Background: an optimization exercise with open tools, aiming at small area, a short achievable clock period and few clock cycles. Do not read the settings as production practice. Where RTL was checked, it was by simulation tests only, not by an equivalence proof against the original. The flow treats the clock pin as an ideal source, which a real chip does not have. Power is estimated from default activity; no workload was simulated.

==> v25 <==
==> flow/design.v <==
`timescale 1ps/1ps
module ALU(
    input [7:0] A,
    input [7:0] B,
    input [2:0] op_code,
    output reg [7:0] result);
    always@(*) begin
        case(op_code)
            3'b000: result <= A + B;
            3'b001: result <= A - B;
            3'b010: result <= A * B;
            3'b011: result <= (B == 8'd0) ? 8'hFF : A / B;
            3'b100: result <= A & B;
            3'b101: result <= A | B;
            3'b110: result <= A ^ B;
            3'b111: result <= 8'd0;
            default: result <= 8'dx;
        endcase
    end
endmodule
`timescale 1ps/1ps
module ALU_Src(
    input [7:0] Rt_data,
    input [7:0] Imm,
    input ALU_src_cntrl,
    output [7:0] to_ALU);
    assign to_ALU = ALU_src_cntrl ? Imm : Rt_data;
endmodule
`timescale 1ps/1ps
module Data_Mem(
    input clk,
    input rst,
    input [7:0] data_in,
    input [7:0] addr,
    input mem_write,
    output [7:0] data_out
    );
    reg [7:0] data_address [0:63];  
    always@(posedge clk or posedge rst) begin
        if(rst) begin
            integer i;
            for(i = 0; i < 64; i = i + 1) data_address[i] <= 8'd0;
        end
        else begin
            if(mem_write)
                data_address[addr] <= data_in;
        end
    end
    assign data_out = data_address[addr];
endmodule
`timescale 1ps/1ps
module Instruc_decode(
    input clk,
    input [15:0] instruc,
    output reg [2:0] ALU_op,
    output reg ALU_src_cntrl,
    output reg Reg_write,
    output reg Mem_write,
    output reg Reg_src_cntrl,
    output reg [2:0] Rs,
    output reg [2:0] Rt,
    output reg [2:0] Rd,
    output reg [2:0] Imm,
    output reg [5:0] Addr);
    always@(posedge clk) begin
        ALU_op <= instruc[15:13];
        ALU_src_cntrl <= instruc[12];
        Reg_write <= instruc[11];
        Mem_write <= instruc[10];
        Reg_src_cntrl <= instruc[9];
        Rs <= instruc[8:6];
        Rt <= instruc[5:3];
        Rd <= instruc[2:0];
        Imm <= instruc[5:3];
        Addr <= instruc[5:0];
    end
endmodule
`timescale 1ps/1ps
module Reg_Src(
    input [7:0] from_ALU,
    input [7:0] from_DMem,
    input Reg_src_cntrl,
    output [7:0] to_reg);
    assign to_reg = Reg_src_cntrl ? from_DMem : from_ALU;
endmodule
`timescale 1ps/1ps
module Register_Mem(
    input clk,
    input rst,
    input [2:0] ALU_op,
    input [2:0] rs_in,
    input [2:0] rt_in,
    input [2:0] rd_in,
    input [7:0] from_reg_src,
    input reg_write,
    output [7:0] rs_out,
    output [7:0] rt_out,
    output [7:0] save_out
    );
  reg [7:0] registers [7:0];  
    always@(posedge clk or posedge rst) begin
        if(rst) begin
            integer i;
            for(i = 0; i < 8; i = i + 1) registers[i] <= 8'd0;
        end
        else begin
            if(reg_write) begin
                if(ALU_op != 3'b111)  
                    registers[rd_in] <= from_reg_src;
                else  
                    registers[rs_in] <= from_reg_src;
            end
        end
    end
    assign rs_out = registers[rs_in];
    assign rt_out = registers[rt_in];
    assign save_out = registers[rs_in];
endmodule
`timescale 1ps/1ps
module mips_lite(
    input         clk,
    input         rst,
    input  [15:0] instr,
    input         instr_valid,
    output        instr_ready,
    output        wb_valid,
    output [2:0]  wb_reg,
    output [7:0]  wb_data,
    output        st_valid,
    output [5:0]  st_addr,
    output [7:0]  st_data
    );
    localparam K = 2;  
    integer i;
    reg        ir_v;
    reg [15:0] ir;
    reg        stall;    
    assign instr_ready = ~stall;
    wire accept = instr_valid & ~stall;
    wire [2:0] ir_op   = ir[15:13];
    wire       ir_src  = ir[12];
    wire       ir_rw   = ir[11];
    wire       ir_mw   = ir[10];
    wire       ir_rsrc = ir[9];
    wire [2:0] ir_rs   = ir[8:6];
    wire [2:0] ir_rt   = ir[5:3];
    wire [5:0] ir_addr = ir[5:0];
    wire [2:0] ir_dst  = (ir_op == 3'd7) ? ir_rs : ir[2:0];
    wire       ir_go   = ir_v & ~stall;
    wire       ir_div  = ir_v & ir_rw & ~ir_rsrc & (ir_op == 3'd3);
    wire [2:0] in_op   = instr[15:13];
    wire       in_alu  = instr[11] & ~instr[9] & (in_op != 3'd7);
    wire       in_usrs = in_alu | instr[10];
    wire       in_usrt = in_alu & ~instr[12];
    wire       in_dep  = (in_usrs & (instr[8:6] == ir_dst)) |
                         (in_usrt & (instr[5:3] == ir_dst));
    always @(posedge clk or posedge rst) begin
        if (rst) begin
            ir_v  <= 1'b0;
            stall <= 1'b0;
        end else begin
            if (~stall)
                ir_v <= instr_valid;
            stall <= accept & ir_div & in_dep;
        end
    end
    always @(posedge clk)
        if (~stall)
            ir <= instr;
    reg [7:0] R [0:7];
    reg [7:0] M [0:63];
    reg       r_written;
    reg       m_written;
    reg       e1_rw;     
    reg       e1_mw;     
    reg [2:0] e1_op;
    reg       e1_rsrc;
    reg [2:0] e1_dst;
    reg [5:0] e1_addr;
    reg [7:0] A;
    reg [7:0] B;
    reg           e2_rw;
    reg           e2_div;
    reg [2:0]     e2_dst;
    reg [7:0]     e2_res;    
    reg [7-K:0]   e2_r;      
    reg [7:0]     e2_b;      
    wire [9:0] b3 = {2'b00, B} + {1'b0, B, 1'b0};
    reg [9:0] t1, d1, d2, d3;
    reg [7:0] r1;
    reg [7:0] q1;
    reg       g1, g2, g3;
    always @* begin
        r1 = 8'd0;
        q1 = 8'd0;
        for (i = 6; i >= K; i = i - 2) begin
            t1 = {r1, A[i+1], A[i]} & ((10'd1 << (8 - i)) - 10'd1);
            {g1, d1} = {1'b1, t1} - {3'b000, B};
            {g2, d2} = {1'b1, t1} - {2'b00, B, 1'b0};
            {g3, d3} = {1'b1, t1} - {1'b0, b3};
            q1[i+1] = g2 | g3;
            q1[i]   = g3 | (g1 & ~g2);
            r1 = g3 ? d3[7:0] : g2 ? d2[7:0] : g1 ? d1[7:0] : t1[7:0];
        end
    end
    reg [7:0] alu1;
    always @* begin
        case (e1_op)
            3'd0: alu1 = A + B;
            3'd1: alu1 = A - B;
            3'd2: alu1 = A * B;
            3'd3: alu1 = {q1[7:K], A[K-1:0]};
            3'd4: alu1 = A & B;
            3'd5: alu1 = A | B;
            3'd6: alu1 = A ^ B;
            default: alu1 = 8'd0;
        endcase
    end
    wire [7:0] e1_res = e1_rsrc ? B : alu1;
    reg [8:0] t2;
    reg [7:0] r2;
    reg [7:0] q2;
    always @* begin
        r2 = {{K{1'b0}}, e2_r};
        q2 = e2_res;
        for (i = K - 1; i >= 0; i = i - 1) begin
            t2 = {r2, e2_res[i]} & ((9'd1 << (8 - i)) - 9'd1);
            q2[i] = (t2 >= {1'b0, e2_b});
            r2 = q2[i] ? (t2[7:0] - e2_b) : t2[7:0];
        end
    end
    wire [7:0] e2_fin = e2_div ? q2 : e2_res;
    wire [7:0] rf_rs = r_written ? R[ir_rs] : 8'd0;
    wire [7:0] rf_rt = r_written ? R[ir_rt] : 8'd0;
    wire [7:0] mem_q = m_written ? M[ir_addr] : 8'd0;
    wire [7:0] a_val  = (e1_rw & (e1_dst == ir_rs)) ? e1_res :
                        (e2_rw & (e2_dst == ir_rs)) ? e2_fin : rf_rs;
    wire [7:0] rt_val = (e1_rw & (e1_dst == ir_rt)) ? e1_res :
                        (e2_rw & (e2_dst == ir_rt)) ? e2_fin : rf_rt;
    wire [7:0] m_val  = (e1_mw & (e1_addr == ir_addr)) ? A : mem_q;
    wire [7:0] b_val  = ir_rsrc ? m_val : ir_src ? {5'd0, ir_rt} : rt_val;
    always @(posedge clk or posedge rst) begin
        if (rst) begin
            e1_rw <= 1'b0;
            e1_mw <= 1'b0;
            e2_rw <= 1'b0;
        end else begin
            e1_rw <= ir_go & ir_rw;
            e1_mw <= ir_go & ir_mw;
            e2_rw <= e1_rw;
        end
    end
    always @(posedge clk) begin
        e1_op   <= ir_op;
        e1_rsrc <= ir_rsrc;
        e1_dst  <= ir_dst;
        e1_addr <= ir_addr;
        A       <= a_val;
        B       <= b_val;
        e2_div  <= (e1_op == 3'd3) & ~e1_rsrc;
        e2_dst  <= e1_dst;
        e2_res  <= e1_res;
        e2_r    <= r1[7-K:0];
        e2_b    <= B;
    end
    always @(posedge clk or posedge rst) begin
        if (rst) begin
            r_written <= 1'b0;
            m_written <= 1'b0;
        end else begin
            if (e2_rw) r_written <= 1'b1;
            if (e1_mw) m_written <= 1'b1;
        end
    end
    always @(posedge clk) begin
        for (i = 0; i < 8; i = i + 1)
            R[i] <= ({8{e2_rw & (e2_dst == i)}} & e2_fin) |
                    ({8{~(e2_rw & ((e2_dst == i) | ~r_written))}} & R[i]);
        for (i = 0; i < 64; i = i + 1)
            M[i] <= ({8{e1_mw & (e1_addr == i)}} & A) |
                    ({8{~(e1_mw & ((e1_addr == i) | ~m_written))}} & M[i]);
    end
    reg       wb_v_q;
    reg [2:0] wb_reg_q;
    reg [7:0] wb_data_q;
    always @(posedge clk or posedge rst)
        if (rst) wb_v_q <= 1'b0;
        else     wb_v_q <= e2_rw;
    always @(posedge clk) begin
        wb_reg_q  <= e2_dst;
        wb_data_q <= e2_fin;
    end
    assign wb_valid = wb_v_q;
    assign wb_reg   = wb_reg_q;
    assign wb_data  = wb_data_q;
    assign st_valid = e1_mw;
    assign st_addr  = e1_addr;
    assign st_data  = A;
endmodule
==> flow/run.sh <==
#!/bin/bash
# synth_recipe.tcl (not shown) runs the flow's synth.tcl, then flattens the netlist and writes it again
# the make line also repeats each setting of config.mk as NAME=value (left out here)
make -C /OpenROAD-flow-scripts/flow DESIGN_CONFIG=/design/flow/config.mk WORK_HOME=/design/flow/orfs CLKGATE_MAP_FILE= SYNTH_SCRIPT=/design/flow/synth_recipe.tcl finish
==> flow/config.mk <==
export PLATFORM = sky130hd
export DESIGN_NAME = mips_lite
export DESIGN_NICKNAME = mips_lite
export VERILOG_FILES = /design/flow/design.v
export SDC_FILE = /design/flow/constraint.sdc
export NUM_CORES = 4
export LEC_CHECK = 0
export CAP_MARGIN = 20
export CORE_MARGIN = 2
export CORE_UTILIZATION = 40
export SLEW_MARGIN = 20
==> flow/constraint.sdc <==
create_clock -name core_clock -period 16.0 [get_ports {clk}]
set_input_delay 3.2000 -clock core_clock [delete_from_list [all_inputs] [get_ports {clk}]]
set_output_delay 3.2000 -clock core_clock [all_outputs]
set_load 0.01 [all_outputs]
==> v18: changes against v25 <==
--- a/flow/design.v
+++ b/flow/design.v
@@ -131,10 +131,10 @@
     output [7:0]  st_data
     );
-    localparam K = 2;  
     integer i;
     reg        ir_v;
     reg [15:0] ir;
     reg        stall;    
-    assign instr_ready = ~stall;
+    reg        rdy;      
+    assign instr_ready = rdy;
     wire accept = instr_valid & ~stall;
     wire [2:0] ir_op   = ir[15:13];
@@ -166,4 +166,6 @@
     end
     always @(posedge clk)
+        rdy <= ~(accept & ir_div & in_dep);
+    always @(posedge clk)
         if (~stall)
             ir <= instr;
@@ -180,29 +182,32 @@
     reg [7:0] A;
     reg [7:0] B;
+    reg       st_v;
+    reg [5:0] st_a;
+    reg [7:0] st_d;
     reg           e2_rw;
     reg           e2_div;
     reg [2:0]     e2_dst;
     reg [7:0]     e2_res;    
-    reg [7-K:0]   e2_r;      
+    reg [3:0]     e2_r;      
     reg [7:0]     e2_b;      
-    wire [9:0] b3 = {2'b00, B} + {1'b0, B, 1'b0};
-    reg [9:0] t1, d1, d2, d3;
-    reg [7:0] r1;
-    reg [7:0] q1;
-    reg       g1, g2, g3;
-    always @* begin
-        r1 = 8'd0;
-        q1 = 8'd0;
-        for (i = 6; i >= K; i = i - 2) begin
-            t1 = {r1, A[i+1], A[i]} & ((10'd1 << (8 - i)) - 10'd1);
-            {g1, d1} = {1'b1, t1} - {3'b000, B};
-            {g2, d2} = {1'b1, t1} - {2'b00, B, 1'b0};
-            {g3, d3} = {1'b1, t1} - {1'b0, b3};
-            q1[i+1] = g2 | g3;
-            q1[i]   = g3 | (g1 & ~g2);
-            r1 = g3 ? d3[7:0] : g2 ? d2[7:0] : g1 ? d1[7:0] : t1[7:0];
+    reg [9:0]     e2_b3;     
+    function automatic [9:0] div_step(input [7:0] r, input [1:0] ab,
+                                      input [7:0] b, input [9:0] b3,
+                                      input integer w);
+        reg [9:0] t, d1, d2, d3;
+        reg       g1, g2, g3;
+        begin
+            t = {r, ab} & ((10'd1 << w) - 10'd1);
+            {g1, d1} = {1'b1, t} - {3'b000, b};
+            {g2, d2} = {1'b1, t} - {2'b00, b, 1'b0};
+            {g3, d3} = {1'b1, t} - {1'b0, b3};
+            div_step = {g2 | g3, g3 | (g1 & ~g2),
+                        g3 ? d3[7:0] : g2 ? d2[7:0] : g1 ? d1[7:0] : t[7:0]};
         end
-    end
-    reg [7:0] alu1;
+    endfunction
+    wire [9:0] b3 = {2'b00, B} + {1'b0, B, 1'b0};
+    wire [9:0] s1 = div_step(8'd0, A[7:6], B, b3, 2);
+    wire [9:0] s2 = div_step(s1[7:0], A[5:4], B, b3, 4);
+    reg [7:0] alu1;    
     always @* begin
         case (e1_op)
@@ -210,5 +215,4 @@
             3'd1: alu1 = A - B;
             3'd2: alu1 = A * B;
-            3'd3: alu1 = {q1[7:K], A[K-1:0]};
             3'd4: alu1 = A & B;
             3'd5: alu1 = A | B;
@@ -217,27 +221,31 @@
         endcase
     end
-    wire [7:0] e1_res = e1_rsrc ? B : alu1;
-    reg [8:0] t2;
-    reg [7:0] r2;
-    reg [7:0] q2;
-    always @* begin
-        r2 = {{K{1'b0}}, e2_r};
-        q2 = e2_res;
-        for (i = K - 1; i >= 0; i = i - 1) begin
-            t2 = {r2, e2_res[i]} & ((9'd1 << (8 - i)) - 9'd1);
-            q2[i] = (t2 >= {1'b0, e2_b});
-            r2 = q2[i] ? (t2[7:0] - e2_b) : t2[7:0];
+    wire [63:0] m_sel;
+    reg  [7:0]  mem_q;
+    genvar gi;
+    generate
+        for (gi = 0; gi < 64; gi = gi + 1) begin : g_sel
+            assign m_sel[gi] = (e1_addr == gi);
         end
-    end
-    wire [7:0] e2_fin = e2_div ? q2 : e2_res;
+    endgenerate
+    always @* begin
+        mem_q = 8'd0;
+        for (i = 0; i < 64; i = i + 1)
+            mem_q = mem_q | ({8{m_sel[i]}} & M[i]);
+        if (~m_written)
+            mem_q = 8'd0;
+    end
+    wire [7:0] e1_res = e1_rsrc ? mem_q : alu1;
+    wire       e1_div = ~e1_rsrc & (e1_op == 3'd3);
+    wire [9:0] s3 = div_step({4'd0, e2_r}, e2_res[3:2], e2_b, e2_b3, 6);
+    wire [9:0] s4 = div_step(s3[7:0], e2_res[1:0], e2_b, e2_b3, 8);
+    wire [7:0] e2_fin = e2_div ? {e2_res[7:4], s3[9:8], s4[9:8]} : e2_res;
     wire [7:0] rf_rs = r_written ? R[ir_rs] : 8'd0;
     wire [7:0] rf_rt = r_written ? R[ir_rt] : 8'd0;
-    wire [7:0] mem_q = m_written ? M[ir_addr] : 8'd0;
     wire [7:0] a_val  = (e1_rw & (e1_dst == ir_rs)) ? e1_res :
                         (e2_rw & (e2_dst == ir_rs)) ? e2_fin : rf_rs;
     wire [7:0] rt_val = (e1_rw & (e1_dst == ir_rt)) ? e1_res :
                         (e2_rw & (e2_dst == ir_rt)) ? e2_fin : rf_rt;
-    wire [7:0] m_val  = (e1_mw & (e1_addr == ir_addr)) ? A : mem_q;
-    wire [7:0] b_val  = ir_rsrc ? m_val : ir_src ? {5'd0, ir_rt} : rt_val;
+    wire [7:0] b_val  = ir_src ? {5'd0, ir_rt} : rt_val;
     always @(posedge clk or posedge rst) begin
         if (rst) begin
@@ -258,9 +266,13 @@
         A       <= a_val;
         B       <= b_val;
-        e2_div  <= (e1_op == 3'd3) & ~e1_rsrc;
+        e2_div  <= e1_div;
         e2_dst  <= e1_dst;
-        e2_res  <= e1_res;
-        e2_r    <= r1[7-K:0];
+        e2_res  <= e1_div ? {s1[9:8], s2[9:8], A[3:0]} : e1_res;
+        e2_r    <= s2[3:0];
         e2_b    <= B;
+        e2_b3   <= b3;
+        st_v    <= ir_go & ir_mw;
+        st_a    <= ir_addr & {6{ir_mw}};
+        st_d    <= a_val & {8{ir_mw}};
     end
     always @(posedge clk or posedge rst) begin
@@ -278,14 +290,12 @@
                     ({8{~(e2_rw & ((e2_dst == i) | ~r_written))}} & R[i]);
         for (i = 0; i < 64; i = i + 1)
-            M[i] <= ({8{e1_mw & (e1_addr == i)}} & A) |
-                    ({8{~(e1_mw & ((e1_addr == i) | ~m_written))}} & M[i]);
+            M[i] <= ({8{e1_mw & m_sel[i]}} & A) |
+                    ({8{~(e1_mw & (m_sel[i] | ~m_written))}} & M[i]);
     end
     reg       wb_v_q;
     reg [2:0] wb_reg_q;
     reg [7:0] wb_data_q;
-    always @(posedge clk or posedge rst)
-        if (rst) wb_v_q <= 1'b0;
-        else     wb_v_q <= e2_rw;
     always @(posedge clk) begin
+        wb_v_q    <= e2_rw;
         wb_reg_q  <= e2_dst;
         wb_data_q <= e2_fin;
@@ -294,6 +304,6 @@
     assign wb_reg   = wb_reg_q;
     assign wb_data  = wb_data_q;
-    assign st_valid = e1_mw;
-    assign st_addr  = e1_addr;
-    assign st_data  = A;
+    assign st_valid = st_v;
+    assign st_addr  = st_a;
+    assign st_data  = st_d;
 endmodule
==> flow/flow/run.sh (new file) <==
#!/bin/bash
# Layout: the standard flow in two parts.
#  3. the rest of the standard flow.
set -euo pipefail
R=orfs/results/$FLOW_PLATFORM/mips_lite/base
bash standard.sh SETUP_SLACK_MARGIN=11.9 cts > standard_cts.log 2>&1
ODB_IN=$R/4_cts.odb ODB_OUT=$R/4_cts.odb openroad -no_init -exit flow/noroot.tcl > noroot.log 2>&1
bash standard.sh SETUP_SLACK_MARGIN=11.9 finish > standard_finish.log 2>&1
==> flow/flow/noroot.tcl (new file) <==
set db [ord::get_db]
read_db $::env(ODB_IN)
set block [ord::get_db_block]
set root [$block findInst clkbuf_0_clk]
if {$root eq "NULL"} { puts "noroot: no root buffer"; write_db $::env(ODB_OUT); exit 0 }
set in_net ""
set out_net ""
foreach it [$root getITerms] {
  set n [$it getNet]
  if {$n eq "NULL"} continue
  if {[$it isInputSignal]} { set in_net $n } elseif {[$it isOutputSignal]} { set out_net $n }
}
set loads {}
foreach it [$out_net getITerms] {
  if {[$it getInst] ne $root} { lappend loads $it }
}
puts "noroot: [$in_net getName] -> [$out_net getName], [llength $loads] loads"
if {[llength $loads] > 4} { puts "noroot: too many loads, keeping root"; write_db $::env(ODB_OUT); exit 0 }
foreach it $loads { $it disconnect; $it connect $in_net }
odb::dbInst_destroy $root
odb::dbNet_destroy $out_net
write_db $::env(ODB_OUT)
==> flow/standard.sh (new file) <==
#!/bin/bash
# synth_recipe.tcl (not shown) runs the flow's synth.tcl, then flattens the netlist and writes it again
# the make line also repeats each setting of config.mk as NAME=value (left out here)
make -C /OpenROAD-flow-scripts/flow DESIGN_CONFIG=/design/flow/config.mk WORK_HOME=/design/flow/orfs CLKGATE_MAP_FILE= SYNTH_SCRIPT=/design/flow/synth_recipe.tcl "${@:-finish}"
- ABC_AREA: unset -> 1
- CORE_UTILIZATION: 40 -> 55
- CTS_CLUSTER_DIAMETER: unset -> 90
- CTS_CLUSTER_SIZE: unset -> 25
removed: flow/run.sh
==> results by group <==
Min path
  • Min-Delay Startpoint: e1_dst[2]$_DFF_P_

Finish
  • Diode count: 0
  • Fin area: 35600 um2

Global route
  • Largest net degree at the start of global routing: 103

Clock tree
  • Clock Pin Slew Worst Setup and Hold Paths: 60 ps

STA
  • Hold slack: 393 ps
  • Final min period: 8350 ps

Setup path
  • R2r endpoint: B[2]$_DFF_P_

Routing
  • WL/cell: 23.8 um

Outcome
  • Run status: complete, no violations
-- figures above: v25

==> results by group <==
Finish
  • Diode count: 1
  • Sequential share of cell area: 41.7%
  • Fin area: 33700 um2

Routing
  • WL/cell: 22.5 um

STA
  • Hold slack: 359 ps
  • Final min period: 4050 ps

Min path
  • Min-Delay Startpoint: e1_dst[1]$_DFF_P_

Outcome
  • Run status: complete, no violations

Placement
  • Dpl ws: 11230 ps

Setup path
  • R2r endpoint: e2_r[0]$_DFF_P_

Power and ir drop
  • Largest Pwr Group: sequential cells

Global route
  • Largest net degree at the start of global routing: 221

Clock tree
  • Post-CTS Setup Inserts: 0
-- figures above: v18

Testbench counts of v18, summed over its fixed seeds: cycles 24,579.
Function not checked in v25: the RTL went through the layout flow alone.

## port drivers added, routing unchanged
In the flow no input, the clock included, has a driving cell. The finished layouts below were timed again as built, in two steps.
Step 1, drivers: a clkbuf_16 drives clk and a buf_2 each remaining input, both assumed.
Step 2, shift: input delay + t, output delay - t, t = (earliest + latest rising clock arrival at the registers) / 2. This alone moves slack from input paths to output paths.
Three values: no drivers, after step 1, after step 2; two values: the first two.
run	shift t [ns]	setup WS [ns]	clock arrival spread, ns
v25	0.690	7.652 / 7.652 / 7.652	0.027 / 0.027
v18	0.519	11.945 / 11.818 / 11.510	0.048 / 0.048
After both steps setup and hold are still met in every run listed. For v18, which loses most, drivers alone change the setup slack by -0.127 ns; drivers and shift together by -0.435 ns.
